Background: an optimization exercise with open tools, aiming at small area, a short achievable clock period and few clock cycles. Do not read the settings as production practice.
At most, simulation tests tie the RTL to the original design; equivalence was not proved.
Power and IR drop assume default switching activity.

==> job 9675: inputs <==
## booth_mul64
module booth_mul64(clk, reset_n, multiplier, multiplicand, op_start, op_clear, op_done, result);
clock: 7.0 ns
lec_check: 0
abc_area: 1
cap_margin: 20
core_margin: 2
core_utilization: 40
setup_slack_margin: 4.2
slew_margin: 20
standard.sh (not shown) runs the stock make flow with config.mk's settings and CLKGATE_MAP_FILE= SYNTH_SCRIPT=/design/flow/synth_recipe.tcl, a recipe that flattens the netlist after the stock synthesis.
==> flow/flow/run.sh <==
#!/bin/bash
# Layout flow: the standard flow, with the port buffers made of the
# smallest plain buffer instead of the default delay buffer, and a clock tree
# of fewer buffers without dummy loads.
set -o pipefail
export BUFFER_PORTS_ARGS="-buffer_cell sky130_fd_sc_hd__buf_1"
export CTS_ARGS="-sink_clustering_enable -repair_clock_nets -dont_use_dummy_load -buf_list sky130_fd_sc_hd__clkbuf_16 -sink_clustering_size 22 -sink_clustering_max_diameter 110"
bash standard.sh > standard.log 2>&1
==> job 1697: changes against job 9675 <==
--- a/flow/design.v
+++ b/flow/design.v
@@ -10,39 +10,36 @@
   reg [63:0] PL;          
   reg [64:0] S, C;        
   reg [7:0] SL, CL;       
   reg [3:0] bone0, btwo0, bneg0;   
   reg [3:0] bone1, btwo1, bneg1;   
-  reg [3:0] bone2, btwo2, bneg2;   
-  reg [3:0] bone3, btwo3, bneg3;   
   assign op_done = st_done;
   assign result = {S[63:0], PL};
   wire [64:0] xe  = {M[63], M};
   wire [64:0] x2e = {M, 1'b0};
   wire [64:0] pp0;
-  assign pp0[16:0] = (({17{bone0[0]}} & xe[16:0]) | ({17{btwo0[0]}} & x2e[16:0])) ^ {17{bneg0[0]}};
-  assign pp0[32:17] = (({16{bone1[0]}} | ~xe[32:17]) & ({16{btwo1[0]}} | ~x2e[32:17])) ^ {16{bneg1[0]}};
-  assign pp0[48:33] = (({16{bone2[0]}} & xe[48:33]) | ({16{btwo2[0]}} & x2e[48:33])) ^ {16{bneg2[0]}};
-  assign pp0[64:49] = (({16{bone3[0]}} | ~xe[64:49]) & ({16{btwo3[0]}} | ~x2e[64:49])) ^ {16{bneg3[0]}};
+  assign pp0[32:0] = (({33{bone0[0]}} & xe[32:0]) | ({33{btwo0[0]}} & x2e[32:0])) ^ {33{bneg0[0]}};
+  assign pp0[64:33] = (({32{bone1[0]}} | ~xe[64:33]) & ({32{btwo1[0]}} | ~x2e[64:33])) ^ {32{bneg1[0]}};
   wire [64:0] pp1;
-  assign pp1[16:0] = (({17{bone0[1]}} & xe[16:0]) | ({17{btwo0[1]}} & x2e[16:0])) ^ {17{bneg0[1]}};
-  assign pp1[32:17] = (({16{bone1[1]}} | ~xe[32:17]) & ({16{btwo1[1]}} | ~x2e[32:17])) ^ {16{bneg1[1]}};
-  assign pp1[48:33] = (({16{bone2[1]}} & xe[48:33]) | ({16{btwo2[1]}} & x2e[48:33])) ^ {16{bneg2[1]}};
-  assign pp1[64:49] = (({16{bone3[1]}} | ~xe[64:49]) & ({16{btwo3[1]}} | ~x2e[64:49])) ^ {16{bneg3[1]}};
+  assign pp1[32:0] = (({33{bone0[1]}} & xe[32:0]) | ({33{btwo0[1]}} & x2e[32:0])) ^ {33{bneg0[1]}};
+  assign pp1[64:33] = (({32{bone1[1]}} | ~xe[64:33]) & ({32{btwo1[1]}} | ~x2e[64:33])) ^ {32{bneg1[1]}};
   wire [64:0] pp2;
-  assign pp2[16:0] = (({17{bone0[2]}} & xe[16:0]) | ({17{btwo0[2]}} & x2e[16:0])) ^ {17{bneg0[2]}};
-  assign pp2[32:17] = (({16{bone1[2]}} | ~xe[32:17]) & ({16{btwo1[2]}} | ~x2e[32:17])) ^ {16{bneg1[2]}};
-  assign pp2[48:33] = (({16{bone2[2]}} & xe[48:33]) | ({16{btwo2[2]}} & x2e[48:33])) ^ {16{bneg2[2]}};
-  assign pp2[64:49] = (({16{bone3[2]}} | ~xe[64:49]) & ({16{btwo3[2]}} | ~x2e[64:49])) ^ {16{bneg3[2]}};
+  assign pp2[32:0] = (({33{bone0[2]}} & xe[32:0]) | ({33{btwo0[2]}} & x2e[32:0])) ^ {33{bneg0[2]}};
+  assign pp2[64:33] = (({32{bone1[2]}} | ~xe[64:33]) & ({32{btwo1[2]}} | ~x2e[64:33])) ^ {32{bneg1[2]}};
   wire [64:0] pp3;
-  assign pp3[16:0] = (({17{bone0[3]}} & xe[16:0]) | ({17{btwo0[3]}} & x2e[16:0])) ^ {17{bneg0[3]}};
-  assign pp3[32:17] = (({16{bone1[3]}} | ~xe[32:17]) & ({16{btwo1[3]}} | ~x2e[32:17])) ^ {16{bneg1[3]}};
-  assign pp3[48:33] = (({16{bone2[3]}} & xe[48:33]) | ({16{btwo2[3]}} & x2e[48:33])) ^ {16{bneg2[3]}};
-  assign pp3[64:49] = (({16{bone3[3]}} | ~xe[64:49]) & ({16{btwo3[3]}} | ~x2e[64:49])) ^ {16{bneg3[3]}};
+  assign pp3[32:0] = (({33{bone0[3]}} & xe[32:0]) | ({33{btwo0[3]}} & x2e[32:0])) ^ {33{bneg0[3]}};
+  assign pp3[64:33] = (({32{bone1[3]}} | ~xe[64:33]) & ({32{btwo1[3]}} | ~x2e[64:33])) ^ {32{bneg1[3]}};
   wire c8;
   reg first;
-  wire [64:0] Si = S & {65{~first}};
+  wire [64:0] px = {PL, 1'b0};
+  wire [63:0] npl;
+  genvar q;
+  generate for (q = 0; q < 32; q = q + 1) begin : nq
+    assign npl[2*q] = px[2*q+2] & ~(px[2*q+1] & px[2*q]);
+    assign npl[2*q+1] = 1'b0;
+  end endgenerate
+  wire [64:0] Si = first ? {1'b1, npl} : S;
   wire hs0, hc0, fs1, fc1, fs2, fc2, hs3, hc3, fs4, fc4, fs5, fc5, fs6, fc6, fs7, fc7, fs8, fc8, fs9, fc9, fs10, fc10, fs11, fc11, fs12, fc12, fs13, fc13, fs14, fc14, fs15, fc15, fs16, fc16, fs17, fc17, fs18, fc18, fs19, fc19, fs20, fc20, fs21, fc21, fs22, fc22, fs23, fc23, fs24, fc24, fs25, fc25, fs26, fc26, fs27, fc27, fs28, fc28, fs29, fc29, fs30, fc30, fs31, fc31, fs32, fc32, fs33, fc33, fs34, fc34, fs35, fc35, fs36, fc36, fs37, fc37, fs38, fc38, fs39, fc39, fs40, fc40, fs41, fc41, fs42, fc42, fs43, fc43, fs44, fc44, fs45, fc45, fs46, fc46, fs47, fc47, fs48, fc48, fs49, fc49, fs50, fc50, fs51, fc51, fs52, fc52, fs53, fc53, fs54, fc54, fs55, fc55, fs56, fc56, fs57, fc57, fs58, fc58, fs59, fc59, fs60, fc60, fs61, fc61, fs62, fc62, fs63, fc63, fs64, fc64, fs65, fc65, fs66, fc66, fs67, fc67, fs68, fc68, fs69, fc69, fs70, fc70, fs71, fc71, fs72, fc72, fs73, fc73, fs74, fc74, fs75, fc75, fs76, fc76, fs77, fc77, fs78, fc78, fs79, fc79, fs80, fc80, fs81, fc81, fs82, fc82, fs83, fc83, fs84, fc84, fs85, fc85, fs86, fc86, fs87, fc87, fs88, fc88, fs89, fc89, fs90, fc90, fs91, fc91, fs92, fc92, fs93, fc93, fs94, fc94, fs95, fc95, fs96, fc96, fs97, fc97, fs98, fc98, fs99, fc99, fs100, fc100, fs101, fc101, fs102, fc102, fs103, fc103, fs104, fc104, fs105, fc105, fs106, fc106, fs107, fc107, fs108, fc108, fs109, fc109, fs110, fc110, fs111, fc111, fs112, fc112, fs113, fc113, fs114, fc114, fs115, fc115, fs116, fc116, fs117, fc117, fs118, fc118, fs119, fc119, fs120, fc120, hs121, hc121, hs122, hc122, fs123, fc123, fs124, fc124, fs125, fc125, fs126, fc126, fs127, fc127, fs128, fc128, fs129, fc129, fs130, fc130, fs131, fc131, fs132, fc132, fs133, fc133, fs134, fc134, fs135, fc135, fs136, fc136, fs137, fc137, fs138, fc138, fs139, fc139, fs140, fc140, fs141, fc141, fs142, fc142, fs143, fc143, fs144, fc144, fs145, fc145, fs146, fc146, fs147, fc147, fs148, fc148, fs149, fc149, fs150, fc150, fs151, fc151, fs152, fc152, fs153, fc153, fs154, fc154, fs155, fc155, fs156, fc156, fs157, fc157, fs158, fc158, fs159, fc159, fs160, fc160, fs161, fc161, fs162, fc162, fs163, fc163, fs164, fc164, fs165, fc165, fs166, fc166, fs167, fc167, fs168, fc168, fs169, fc169, fs170, fc170, fs171, fc171, fs172, fc172, fs173, fc173, fs174, fc174, fs175, fc175, fs176, fc176, fs177, fc177, fs178, fc178, fs179, fc179, fs180, fc180, fs181, fc181, fs182, fc182, fs183, fc183, fs184, fc184, fs185, fc185, fs186, fc186, fs187, fc187, hs188, hc188, hs189, hc189, fs190, fc190, fs191, fc191, fs192, fc192, fs193, fc193, fs194, fc194, fs195, fc195, fs196, fc196, fs197, fc197, fs198, fc198, fs199, fc199, fs200, fc200, fs201, fc201, fs202, fc202, fs203, fc203, fs204, fc204, fs205, fc205, fs206, fc206, fs207, fc207, fs208, fc208, fs209, fc209, fs210, fc210, fs211, fc211, fs212, fc212, fs213, fc213, fs214, fc214, fs215, fc215, fs216, fc216, fs217, fc217, fs218, fc218, fs219, fc219, fs220, fc220, fs221, fc221, fs222, fc222, fs223, fc223, fs224, fc224, fs225, fc225, fs226, fc226, fs227, fc227, fs228, fc228, fs229, fc229, fs230, fc230, fs231, fc231, fs232, fc232, fs233, fc233, fs234, fc234, fs235, fc235, fs236, fc236, fs237, fc237, fs238, fc238, fs239, fc239, fs240, fc240, fs241, fc241, fs242, fc242, fs243, fc243, fs244, fc244, fs245, fc245, fs246, fc246, fs247, fc247, fs248, fc248, fs249, fc249, fs250, fc250, fs251, fc251, fs252, fc252, fs253, fc253, fs254, fc254, fs255, fc255, fs256, fc256, fs257, fc257, hs258, hc258;
   assign hs0 = C[4] ^ Si[4];
   assign hc0 = C[4] & Si[4];
   assign fs1 = C[5] ^ Si[5] ^ pp0[5];
   assign fc1 = (C[5] & Si[5]) | (C[5] & pp0[5]) | (Si[5] & pp0[5]);
@@ -932,16 +929,10 @@
     wire b0 = win[2*g], b1 = win[2*g+1], b2 = win[2*g+2];
     assign n_one[g] = b1 ^ b0;
     assign n_two[g] = (b2 & ~b1 & ~b0) | (~b2 & b1 & b0);
     assign n_neg[g] = b2 & ~(b1 & b0);
   end endgenerate
-  wire [64:0] mx = {multiplier, 1'b0};
-  wire [63:0] ninit;
-  generate for (g = 0; g < 32; g = g + 1) begin : ni
-    assign ninit[2*g] = mx[2*g+2] & ~(mx[2*g+1] & mx[2*g]);
-    assign ninit[2*g+1] = 1'b0;
-  end endgenerate
   always @(posedge clk or negedge reset_n)
     if (!reset_n) begin
       st_idle <= 1'b1; st_busy <= 1'b0; st_cpa <= 1'b0; st_done <= 1'b0;
       cnt <= 3'd0;
       first <= 1'b0;
@@ -955,18 +946,16 @@
     end
   always @(posedge clk) begin
     M <= multiplicand;
     bone0 <= n_one; btwo0 <= n_two; bneg0 <= n_neg;
     bone1 <= ~n_one; btwo1 <= ~n_two; bneg1 <= ~n_neg;
-    bone2 <= n_one; btwo2 <= n_two; bneg2 <= n_neg;
-    bone3 <= ~n_one; btwo3 <= ~n_two; bneg3 <= ~n_neg;
     if (st_idle) PL <= multiplier;
     else if (st_busy | st_cpa) PL <= {sum[7:0], PL[63:8]};
     if (st_busy) S <= TS[72:8];
     else S[63:0] <= sum[71:8];
     if (st_busy) begin
       C <= TC[72:8]; SL <= TS[7:0]; CL <= TC[7:0];
     end else begin
-      C <= {st_idle, ninit & {64{st_idle}}}; SL <= 8'd0; CL <= 8'd0;
+      C <= 65'd0; SL <= 8'd0; CL <= 8'd0;
     end
   end
 endmodule
Settings changed: CORE_UTILIZATION 40 to 55, SETUP_SLACK_MARGIN 4.2 to 4.0.
==> job 1679: changes against job 9675 <==
--- a/flow/design.v
+++ b/flow/design.v
@@ -10,36 +10,26 @@
   reg [63:0] PL;          
   reg [64:0] S, C;        
   reg [7:0] SL, CL;       
   reg [3:0] bone0, btwo0, bneg0;   
   reg [3:0] bone1, btwo1, bneg1;   
-  reg [3:0] bone2, btwo2, bneg2;   
-  reg [3:0] bone3, btwo3, bneg3;   
   assign op_done = st_done;
   assign result = {S[63:0], PL};
   wire [64:0] xe  = {M[63], M};
   wire [64:0] x2e = {M, 1'b0};
   wire [64:0] pp0;
-  assign pp0[16:0] = (({17{bone0[0]}} & xe[16:0]) | ({17{btwo0[0]}} & x2e[16:0])) ^ {17{bneg0[0]}};
-  assign pp0[32:17] = (({16{bone1[0]}} | ~xe[32:17]) & ({16{btwo1[0]}} | ~x2e[32:17])) ^ {16{bneg1[0]}};
-  assign pp0[48:33] = (({16{bone2[0]}} & xe[48:33]) | ({16{btwo2[0]}} & x2e[48:33])) ^ {16{bneg2[0]}};
-  assign pp0[64:49] = (({16{bone3[0]}} | ~xe[64:49]) & ({16{btwo3[0]}} | ~x2e[64:49])) ^ {16{bneg3[0]}};
+  assign pp0[32:0] = (({33{bone0[0]}} & xe[32:0]) | ({33{btwo0[0]}} & x2e[32:0])) ^ {33{bneg0[0]}};
+  assign pp0[64:33] = (({32{bone1[0]}} | ~xe[64:33]) & ({32{btwo1[0]}} | ~x2e[64:33])) ^ {32{bneg1[0]}};
   wire [64:0] pp1;
-  assign pp1[16:0] = (({17{bone0[1]}} & xe[16:0]) | ({17{btwo0[1]}} & x2e[16:0])) ^ {17{bneg0[1]}};
-  assign pp1[32:17] = (({16{bone1[1]}} | ~xe[32:17]) & ({16{btwo1[1]}} | ~x2e[32:17])) ^ {16{bneg1[1]}};
-  assign pp1[48:33] = (({16{bone2[1]}} & xe[48:33]) | ({16{btwo2[1]}} & x2e[48:33])) ^ {16{bneg2[1]}};
-  assign pp1[64:49] = (({16{bone3[1]}} | ~xe[64:49]) & ({16{btwo3[1]}} | ~x2e[64:49])) ^ {16{bneg3[1]}};
+  assign pp1[32:0] = (({33{bone0[1]}} & xe[32:0]) | ({33{btwo0[1]}} & x2e[32:0])) ^ {33{bneg0[1]}};
+  assign pp1[64:33] = (({32{bone1[1]}} | ~xe[64:33]) & ({32{btwo1[1]}} | ~x2e[64:33])) ^ {32{bneg1[1]}};
   wire [64:0] pp2;
-  assign pp2[16:0] = (({17{bone0[2]}} & xe[16:0]) | ({17{btwo0[2]}} & x2e[16:0])) ^ {17{bneg0[2]}};
-  assign pp2[32:17] = (({16{bone1[2]}} | ~xe[32:17]) & ({16{btwo1[2]}} | ~x2e[32:17])) ^ {16{bneg1[2]}};
-  assign pp2[48:33] = (({16{bone2[2]}} & xe[48:33]) | ({16{btwo2[2]}} & x2e[48:33])) ^ {16{bneg2[2]}};
-  assign pp2[64:49] = (({16{bone3[2]}} | ~xe[64:49]) & ({16{btwo3[2]}} | ~x2e[64:49])) ^ {16{bneg3[2]}};
+  assign pp2[32:0] = (({33{bone0[2]}} & xe[32:0]) | ({33{btwo0[2]}} & x2e[32:0])) ^ {33{bneg0[2]}};
+  assign pp2[64:33] = (({32{bone1[2]}} | ~xe[64:33]) & ({32{btwo1[2]}} | ~x2e[64:33])) ^ {32{bneg1[2]}};
   wire [64:0] pp3;
-  assign pp3[16:0] = (({17{bone0[3]}} & xe[16:0]) | ({17{btwo0[3]}} & x2e[16:0])) ^ {17{bneg0[3]}};
-  assign pp3[32:17] = (({16{bone1[3]}} | ~xe[32:17]) & ({16{btwo1[3]}} | ~x2e[32:17])) ^ {16{bneg1[3]}};
-  assign pp3[48:33] = (({16{bone2[3]}} & xe[48:33]) | ({16{btwo2[3]}} & x2e[48:33])) ^ {16{bneg2[3]}};
-  assign pp3[64:49] = (({16{bone3[3]}} | ~xe[64:49]) & ({16{btwo3[3]}} | ~x2e[64:49])) ^ {16{bneg3[3]}};
+  assign pp3[32:0] = (({33{bone0[3]}} & xe[32:0]) | ({33{btwo0[3]}} & x2e[32:0])) ^ {33{bneg0[3]}};
+  assign pp3[64:33] = (({32{bone1[3]}} | ~xe[64:33]) & ({32{btwo1[3]}} | ~x2e[64:33])) ^ {32{bneg1[3]}};
   wire c8;
   reg first;
   wire [64:0] Si = S & {65{~first}};
   wire hs0, hc0, fs1, fc1, fs2, fc2, hs3, hc3, fs4, fc4, fs5, fc5, fs6, fc6, fs7, fc7, fs8, fc8, fs9, fc9, fs10, fc10, fs11, fc11, fs12, fc12, fs13, fc13, fs14, fc14, fs15, fc15, fs16, fc16, fs17, fc17, fs18, fc18, fs19, fc19, fs20, fc20, fs21, fc21, fs22, fc22, fs23, fc23, fs24, fc24, fs25, fc25, fs26, fc26, fs27, fc27, fs28, fc28, fs29, fc29, fs30, fc30, fs31, fc31, fs32, fc32, fs33, fc33, fs34, fc34, fs35, fc35, fs36, fc36, fs37, fc37, fs38, fc38, fs39, fc39, fs40, fc40, fs41, fc41, fs42, fc42, fs43, fc43, fs44, fc44, fs45, fc45, fs46, fc46, fs47, fc47, fs48, fc48, fs49, fc49, fs50, fc50, fs51, fc51, fs52, fc52, fs53, fc53, fs54, fc54, fs55, fc55, fs56, fc56, fs57, fc57, fs58, fc58, fs59, fc59, fs60, fc60, fs61, fc61, fs62, fc62, fs63, fc63, fs64, fc64, fs65, fc65, fs66, fc66, fs67, fc67, fs68, fc68, fs69, fc69, fs70, fc70, fs71, fc71, fs72, fc72, fs73, fc73, fs74, fc74, fs75, fc75, fs76, fc76, fs77, fc77, fs78, fc78, fs79, fc79, fs80, fc80, fs81, fc81, fs82, fc82, fs83, fc83, fs84, fc84, fs85, fc85, fs86, fc86, fs87, fc87, fs88, fc88, fs89, fc89, fs90, fc90, fs91, fc91, fs92, fc92, fs93, fc93, fs94, fc94, fs95, fc95, fs96, fc96, fs97, fc97, fs98, fc98, fs99, fc99, fs100, fc100, fs101, fc101, fs102, fc102, fs103, fc103, fs104, fc104, fs105, fc105, fs106, fc106, fs107, fc107, fs108, fc108, fs109, fc109, fs110, fc110, fs111, fc111, fs112, fc112, fs113, fc113, fs114, fc114, fs115, fc115, fs116, fc116, fs117, fc117, fs118, fc118, fs119, fc119, fs120, fc120, hs121, hc121, hs122, hc122, fs123, fc123, fs124, fc124, fs125, fc125, fs126, fc126, fs127, fc127, fs128, fc128, fs129, fc129, fs130, fc130, fs131, fc131, fs132, fc132, fs133, fc133, fs134, fc134, fs135, fc135, fs136, fc136, fs137, fc137, fs138, fc138, fs139, fc139, fs140, fc140, fs141, fc141, fs142, fc142, fs143, fc143, fs144, fc144, fs145, fc145, fs146, fc146, fs147, fc147, fs148, fc148, fs149, fc149, fs150, fc150, fs151, fc151, fs152, fc152, fs153, fc153, fs154, fc154, fs155, fc155, fs156, fc156, fs157, fc157, fs158, fc158, fs159, fc159, fs160, fc160, fs161, fc161, fs162, fc162, fs163, fc163, fs164, fc164, fs165, fc165, fs166, fc166, fs167, fc167, fs168, fc168, fs169, fc169, fs170, fc170, fs171, fc171, fs172, fc172, fs173, fc173, fs174, fc174, fs175, fc175, fs176, fc176, fs177, fc177, fs178, fc178, fs179, fc179, fs180, fc180, fs181, fc181, fs182, fc182, fs183, fc183, fs184, fc184, fs185, fc185, fs186, fc186, fs187, fc187, hs188, hc188, hs189, hc189, fs190, fc190, fs191, fc191, fs192, fc192, fs193, fc193, fs194, fc194, fs195, fc195, fs196, fc196, fs197, fc197, fs198, fc198, fs199, fc199, fs200, fc200, fs201, fc201, fs202, fc202, fs203, fc203, fs204, fc204, fs205, fc205, fs206, fc206, fs207, fc207, fs208, fc208, fs209, fc209, fs210, fc210, fs211, fc211, fs212, fc212, fs213, fc213, fs214, fc214, fs215, fc215, fs216, fc216, fs217, fc217, fs218, fc218, fs219, fc219, fs220, fc220, fs221, fc221, fs222, fc222, fs223, fc223, fs224, fc224, fs225, fc225, fs226, fc226, fs227, fc227, fs228, fc228, fs229, fc229, fs230, fc230, fs231, fc231, fs232, fc232, fs233, fc233, fs234, fc234, fs235, fc235, fs236, fc236, fs237, fc237, fs238, fc238, fs239, fc239, fs240, fc240, fs241, fc241, fs242, fc242, fs243, fc243, fs244, fc244, fs245, fc245, fs246, fc246, fs247, fc247, fs248, fc248, fs249, fc249, fs250, fc250, fs251, fc251, fs252, fc252, fs253, fc253, fs254, fc254, fs255, fc255, fs256, fc256, fs257, fc257, hs258, hc258;
   assign hs0 = C[4] ^ Si[4];
@@ -955,12 +945,10 @@
     end
   always @(posedge clk) begin
     M <= multiplicand;
     bone0 <= n_one; btwo0 <= n_two; bneg0 <= n_neg;
     bone1 <= ~n_one; btwo1 <= ~n_two; bneg1 <= ~n_neg;
-    bone2 <= n_one; btwo2 <= n_two; bneg2 <= n_neg;
-    bone3 <= ~n_one; btwo3 <= ~n_two; bneg3 <= ~n_neg;
     if (st_idle) PL <= multiplier;
     else if (st_busy | st_cpa) PL <= {sum[7:0], PL[63:8]};
     if (st_busy) S <= TS[72:8];
     else S[63:0] <= sum[71:8];
     if (st_busy) begin
Settings changed: SETUP_SLACK_MARGIN 4.2 to 3.9.
==> comparison table <==
Most Frequent Cell on Critical Path: job 1697 -; job 1679 fa_1; job 9675 fa_1
Final cell area excluding filler cells: job 1697 25600 um^2; job 1679 25700 um^2; job 9675 26900 um^2
Critical path destination: job 1697 result[105]; job 1679 C[16]; job 9675 C[26]
Setup slack at placement: job 1697 3.34 ns; job 1679 3.21 ns; job 9675 3.42 ns
Number of global-route vias before repair: job 1697 19695; job 1679 19733; job 9675 20097
Met3 WL post-DR: job 1697 5830 um; job 1679 6230 um; job 9675 6510 um
Synthesized-area fraction occupied by adder cells: job 1697 0.263; job 1679 0.266; job 9675 0.268
Leakage power summed over all cells: job 1697 12.7 nW; job 1679 12.3 nW; job 9675 12.7 nW
Number of standard cells in the final layout excluding fillers: job 1697 3497; job 1679 3611; job 9675 3614
Maximum number of pins on one net before global-route repair: job 1697 78; job 1679 65; job 9675 89
Total number of tap cells: job 1697 539; job 1679 765; job 9675 756
Clock net power: job 1697 1.07 mW; job 1679 1.12 mW; job 9675 1.10 mW
Post-Synthesis Mean Instance Area: job 1697 8.51 um^2; job 1679 8.78 um^2; job 9675 8.76 um^2
Run status: job 1697 finished clean; job 1679 finished clean; job 9675 finished clean
Num Clock Sinks: job 1697 303; job 1679 304; job 9675 304
Clock latency (worst-skew pair): job 1697 0.55 ns; job 1679 0.56 ns; job 9675 0.58 ns
Headroom to the max-slew limit: job 1697 0.406; job 1679 0.295; job 9675 0.312
Clock buffer cells: job 1697 18; job 1679 19; job 9675 18
Power share of the clock group: job 1697 0.100; job 1679 0.097; job 9675 0.091
Routed length per placed instance: job 1697 21.2 um; job 1679 21.6 um; job 9675 23.0 um
Sw frac: job 1697 0.484; job 1679 0.486; job 9675 0.485
Count of nets after finishing: job 1697 3432; job 1679 3320; job 9675 3332
Post-Syn Instances: job 1697 2762; job 1679 2640; job 9675 2630
Worst slew pin tran: job 1697 0.891 ns; job 1679 1.05 ns; job 9675 1.03 ns
Testbench counts of job 1697, summed over its fixed seeds: cycles 6,144.
Testbench counts of job 1679, summed over its fixed seeds: cycles 6,144.
For job 9675, only the layout was checked, not whether the RTL still works.

## re-timing with driven ports
The results above use ideal ports. As a check the final layouts listed here were re-extracted and re-timed, cells and wires unchanged. Step 1, drivers: a clkbuf_16 drives clk and a buf_2 each remaining input, both assumed. Step 2 moves the port delays by t, midway between the first and last clock arrival at a register: inputs arrive t later, outputs are due t later. That takes back most of the time a late clock gives input paths. a / b / c = ideal ports / drivers / drivers and shift; a / b = the first two.
| run | t (ns) | slack for setup (ns) | worst setup path at the end | latest minus earliest clock arrival (ns) | cell pins on the clock port's net |
|---|---|---|---|---|---|
| job 9675 | 0.591 | 4.091 / 4.091 / 4.091 | register to register | 0.101 / 0.101 | 1 |
| job 1697 | 0.593 | 4.024 / 4.024 / 4.024 | register to register | 0.039 / 0.039 | 1 |
| job 1679 | 0.596 | 3.982 / 3.982 / 3.982 | register to register | 0.050 / 0.050 | 1 |
After both steps every run listed still meets setup and hold.
